What follows belongs to an exercise in optimizing a design on an open flow for small area and a short achievable clock period; a production flow would make more cautious choices.
Where RTL was checked, it was by simulation tests only, not by an equivalence proof against the original.
The flow treats the clock pin as an ideal source. Dropping or thinning the clock tree relies on that and would not hold on a real chip.
Power figures rest on the tool's default switching activity, not on a simulated workload.

## run a
Design hb_task_queue_top, start of the top module:
module hb_task_queue_top (
    input  logic        clk,
    input  logic        reset,             
    input  logic        push_req,
    input  logic [31:0] data_in,
    input  logic        pop_req,
    output logic        full,
    output logic        valid_out,
    output logic [31:0] data_out,
    input  logic        consumer_ready,
    output logic        dist_out_valid,
    output logic [31:0] dist_out_data,
    output logic [1:0]  grant_out,
    output logic [1:0]  served_bank
);
clock: 3.6 ns
lec_check: 0
cap_margin: 20
core_margin: 2
core_utilization: 60
place_density: 0.72
setup_slack_margin: 2.0
slew_margin: 20
synth_hierarchical: 1
synth_minimum_keep_size: 0
standard.sh (not shown) runs the stock make flow with config.mk's settings and CLKGATE_MAP_FILE= SYNTH_SCRIPT=/design/flow/synth_recipe.tcl, a recipe that flattens the netlist after the stock synthesis.
==> flow/flow/run.sh <==
#!/bin/bash
# Own layout flow: the standard ORFS flow, with three changes:
#  - before global routing, flow/pre_grt.tcl strengthens the drivers of
#    nets with many loads;
#  - the clock tree is built by flow/pre_cts.tcl (two inverter levels) in
#    place of TritonCTS;
#  - every port gets a buf_1 as its port buffer.
# Each ORFS step writes its full log under orfs/logs/; make's own output goes
# to flow_make.log in the work folder.
set -euo pipefail
W=$(pwd)
bash standard.sh \
  PRE_CTS_TCL="$W/flow/pre_cts.tcl" \
  PRE_GLOBAL_ROUTE_TCL="$W/flow/pre_grt.tcl" \
  BUFFER_PORTS_ARGS="-buffer_cell sky130_fd_sc_hd__buf_1" \
  finish > "$W/flow_make.log" 2>&1
==> flow/flow/pre_grt.tcl <==
# Sourced by ORFS's global_route.tcl before global routing
# (PRE_GLOBAL_ROUTE_TCL): the driver of every signal net with 20 or more
# loads is made strong (buffers to buf_12, flip-flops to dfxtp_4), then the
# placement is legalized again. The timing repair that follows global
# routing starts from these.
set block [ord::get_db_block]
set up {
  sky130_fd_sc_hd__buf_1 sky130_fd_sc_hd__buf_12
  sky130_fd_sc_hd__buf_2 sky130_fd_sc_hd__buf_12
  sky130_fd_sc_hd__buf_4 sky130_fd_sc_hd__buf_12
  sky130_fd_sc_hd__buf_6 sky130_fd_sc_hd__buf_12
  sky130_fd_sc_hd__buf_8 sky130_fd_sc_hd__buf_12
  sky130_fd_sc_hd__dfxtp_1 sky130_fd_sc_hd__dfxtp_4
  sky130_fd_sc_hd__dfxtp_2 sky130_fd_sc_hd__dfxtp_4
}
set n 0
foreach net [$block getNets] {
  if {[$net getSigType] ne "SIGNAL"} { continue }
  set loads 0
  set drv ""
  foreach it [$net getITerms] {
    if {[$it isOutputSignal]} { set drv [$it getInst] } else { incr loads }
  }
  if {$drv eq "" || $loads < 20} { continue }
  set m [[$drv getMaster] getName]
  if {[dict exists $up $m]} {
    $drv swapMaster [[ord::get_db] findMaster [dict get $up $m]]
    incr n
  }
}
puts "pre_grt: upsized $n drivers"
detailed_placement
Other scripts of this flow, unchanged in this note and not shown: flow/flow/mtree.tcl, flow/flow/pre_cts.tcl
Run a reached the final stage; the timing, DRC and antenna checks on its layout passed.
[inputs] run b vs run a
--- a/flow/flow/pre_grt.tcl
+++ b/flow/flow/pre_grt.tcl
@@ -26,3 +26,3 @@
   if {[dict exists $up $m]} {
-    $drv swapMaster [[ord::get_db] findMaster [dict get $up $m]]
+    replace_cell $drv [dict get $up $m]
     incr n
--- a/flow/config.mk
+++ b/flow/config.mk
@@ -11,3 +11,3 @@
 export PLACE_DENSITY = 0.72
-export SETUP_SLACK_MARGIN = 2.0
+export SETUP_SLACK_MARGIN = 2.1
 export SLEW_MARGIN = 20
==> comparison <==
Looking across run a and run b, the single run that reached the end with no open violations was run a.
For run b, the flow was terminated by a tool error in global routing and produced no final design.
Compared with run a, post-cts sizing count in run b increased by more than half.
Diff run b..run a | post-synthesis instance area | unchanged
Against run a, run b comes in 0.39 ns higher on placement-stage worst setup slack.
The area fraction in compound gates after synthesis on run a is in line with that on run b.
Cmp run a and run b / number of placed instances with taps included / higher: run a
Taking run a as the reference point, the final weighted congestion of routability-driven global placement of run b rises by 0.33%.
In the flow results for run a and run b, the cell area after placement is smaller on run b.
Delta (run b minus run a): post-synthesis instance total shows no meaningful change, placed wire-length estimate shrank by about 8%.
From run b to run a, xor-xnor portion of the synthesized cell area did not move at all.
Function was not checked in any run of this note: the RTL went through the layout flow alone. In run a the design's own scripts or RTL, not TritonCTS, make the clock network.

---

Setup of lane 1:
hb_task_queue_top, a different RTL version from the one above (not shown whole).
For scale: roughly 1,200 cells after synthesis, about 570 flip-flops, about 110 I/O pins.
// hb_task_queue_top
module hb_task_queue_top (
    input  logic        clk,
    input  logic        reset,             
    input  logic        push_req,
    input  logic [31:0] data_in,
    input  logic        pop_req,
    output logic        full,
    output logic        valid_out,
    output logic [31:0] data_out,
    input  logic        consumer_ready,
    output logic        dist_out_valid,
    output logic [31:0] dist_out_data,
    output logic [1:0]  grant_out,
    output logic [1:0]  served_bank
);
Settings: LEC_CHECK=0, CAP_MARGIN=20, CORE_MARGIN=2, CORE_UTILIZATION=70, PLACE_DENSITY=0.82, SETUP_SLACK_MARGIN=1.9, SLEW_MARGIN=20; clock period 3.6 ns.
==> flow/flow/run.sh <==
#!/bin/bash
# Own layout flow: the standard ORFS flow, with two changes:
#  - the clock tree is built by flow/pre_cts.tcl (a two-level tree) in
#    place of TritonCTS;
#  - every port gets a buf_2 as its port buffer.
# Each ORFS step writes its full log under orfs/logs/; make's own output goes
# to flow_make.log in the work folder.
set -euo pipefail
W=$(pwd)
bash standard.sh \
  PRE_CTS_TCL="$W/flow/pre_cts.tcl" \
  BUFFER_PORTS_ARGS="-buffer_cell sky130_fd_sc_hd__buf_2" \
  finish > "$W/flow_make.log" 2>&1
Other scripts of this flow, unchanged in this note and not shown: flow/flow/mtree.tcl, flow/flow/pre_cts.tcl
Lane 1: full flow OK, the timing, DRC and antenna checks passed
--- input diff lane 1..lane 2 ---
-- flow/config.mk --
<<< lane 1, line 9
export CORE_MARGIN = 2
export CORE_UTILIZATION = 70
export PLACE_DENSITY = 0.82
export SETUP_SLACK_MARGIN = 1.9
export SLEW_MARGIN = 20
>>> lane 2, line 9
export CORE_MARGIN = 2
export CORE_UTILIZATION = 40
export SETUP_SLACK_MARGIN = 2.0
export SLEW_MARGIN = 20
## What came out
Re length of routed wiring on met1: lane 2 is about 25% up on lane 1. Lane 2: met2 demand-to-capacity share in global routing 18 points below lane 1. Lane 2 vs. lane 1: overall power after layout climbed 1.5%, fraction of area in registers dropped 4.2 points, total routing usage reported by global routing dropped 12 points, cell count of the worst hold path dropped 2. Post-cts repair resize count is higher on lane 2. Compared with lane 1, in lane 2 arrival time reported for the critical path endpoint fell 1040 ps; placeable core region rose about 75%; final sequential cell count about even. Compared with lane 1, lane 2 shows a higher layout cell share with drive strength beyond 1. The source of the critical timing path comes out push_req in one run and dut_queue.full_q in the other, namely in lane 1 and lane 2 respectively.
#### Input delta (lane 3 over lane 2)
-- flow/config.mk --
<<< lane 2, line 12
export SLEW_MARGIN = 20
>>> lane 3, line 12
export SLEW_MARGIN = 20
export TNS_END_PERCENT = 10
## What came out
Diff lane 2 -> lane 3 | number of global-route vias before repair | down slightly
Between lane 2 and lane 3, the flow reports power decreasing slightly.
Pre-CTS setup slack is higher on lane 2
Clock skew delta (lane 3 − lane 2): favourable
For lane 4, these inputs were changed with respect to lane 3:
-- flow/config.mk --
<<< lane 3, line 9
export CORE_MARGIN = 2
export CORE_UTILIZATION = 40
export SETUP_SLACK_MARGIN = 2.0
export SLEW_MARGIN = 20
export TNS_END_PERCENT = 10
>>> lane 4, line 9
export CORE_MARGIN = 2
export CORE_UTILIZATION = 60
export PLACE_DENSITY = 0.72
export SETUP_SLACK_MARGIN = 1.9
export SLEW_MARGIN = 20
Results
Taking lane 3 as the reference, in lane 4 number of cell rows fell 15; fraction of the cycle the final worst path needs fell 0.95 points; largest stage delay on the critical path fell 40 ps.
Critical path depth in cells ends up higher on lane 3.
The multi-input gate area in the final layout in lane 3 is 1.07 times that in lane 4.
Per the comparison of lane 4 with lane 3, worst slack on hold paths essentially unchanged; final non-filler cell area went down; core area fell by 33%; standby leakage power shows a reduction of about 4%.
Input changes introduced in lane 5 (baseline for comparison: lane 4):
-- flow/config.mk --
<<< lane 4, line 9
export CORE_MARGIN = 2
export CORE_UTILIZATION = 60
export PLACE_DENSITY = 0.72
export SETUP_SLACK_MARGIN = 1.9
>>> lane 5, line 9
export CORE_MARGIN = 2
export CORE_UTILIZATION = 40
export SETUP_SLACK_MARGIN = 1.9
Looking at area after detailed placement, lane 5 sits 410 µm² above lane 4. Total power of lane 5 is higher than that of lane 4. On global-route usage: between lane 4 and lane 5, it ends up higher for lane 4. Part of the total power dissipated in combinational logic delta for lane 5 relative to lane 4: 0.2 points higher. Area added between synthesis and finish ended up 3.4 points higher on lane 5 than on lane 4. Wire length the detailed router placed on met1 (lane 5 / lane 4): 1.18. Diff lane 5..lane 4 | netlist area before placement | unchanged.
In every run of this note, the design's own scripts or RTL, not TritonCTS, make the clock network.

## what the ideal ports hide
In the flow no input, the clock included, has a driving cell. The finished layouts below were timed again as built, in two steps.
Step 1, drivers: a clkbuf_16 drives clk and a buf_2 each remaining input, both assumed.
Step 2, shift: input delay + t, output delay - t, t = (earliest + latest rising clock arrival at the registers) / 2. This alone moves slack from input paths to output paths.
Slacks: no drivers / after step 1 / after step 2; pairs: no drivers / after step 1.
| run | t (ns) | setup slack, ns | worst data-port slew with drivers (ns) |
|---|---|---|---|
| run a | 0.389 | 1.972 / 1.810 / 1.584 | 0.26 |
| lane 1 | 0.454 | 1.833 / 1.753 / 1.442 | 0.05 |
| lane 2 | 0.472 | 1.880 / 1.757 / 1.601 | 0.06 |
| lane 3 | 0.459 | 1.889 / 1.809 / 1.535 | 0.05 |
| lane 4 | 0.461 | 1.923 / 1.812 / 1.526 | 0.06 |
| lane 5 | 0.473 | 1.906 / 1.787 / 1.539 | 0.05 |
After both steps every run listed still meets setup and hold. The setup slack of lane 4, which loses most, moves by -0.111 ns with the drivers and by -0.397 ns with both steps.
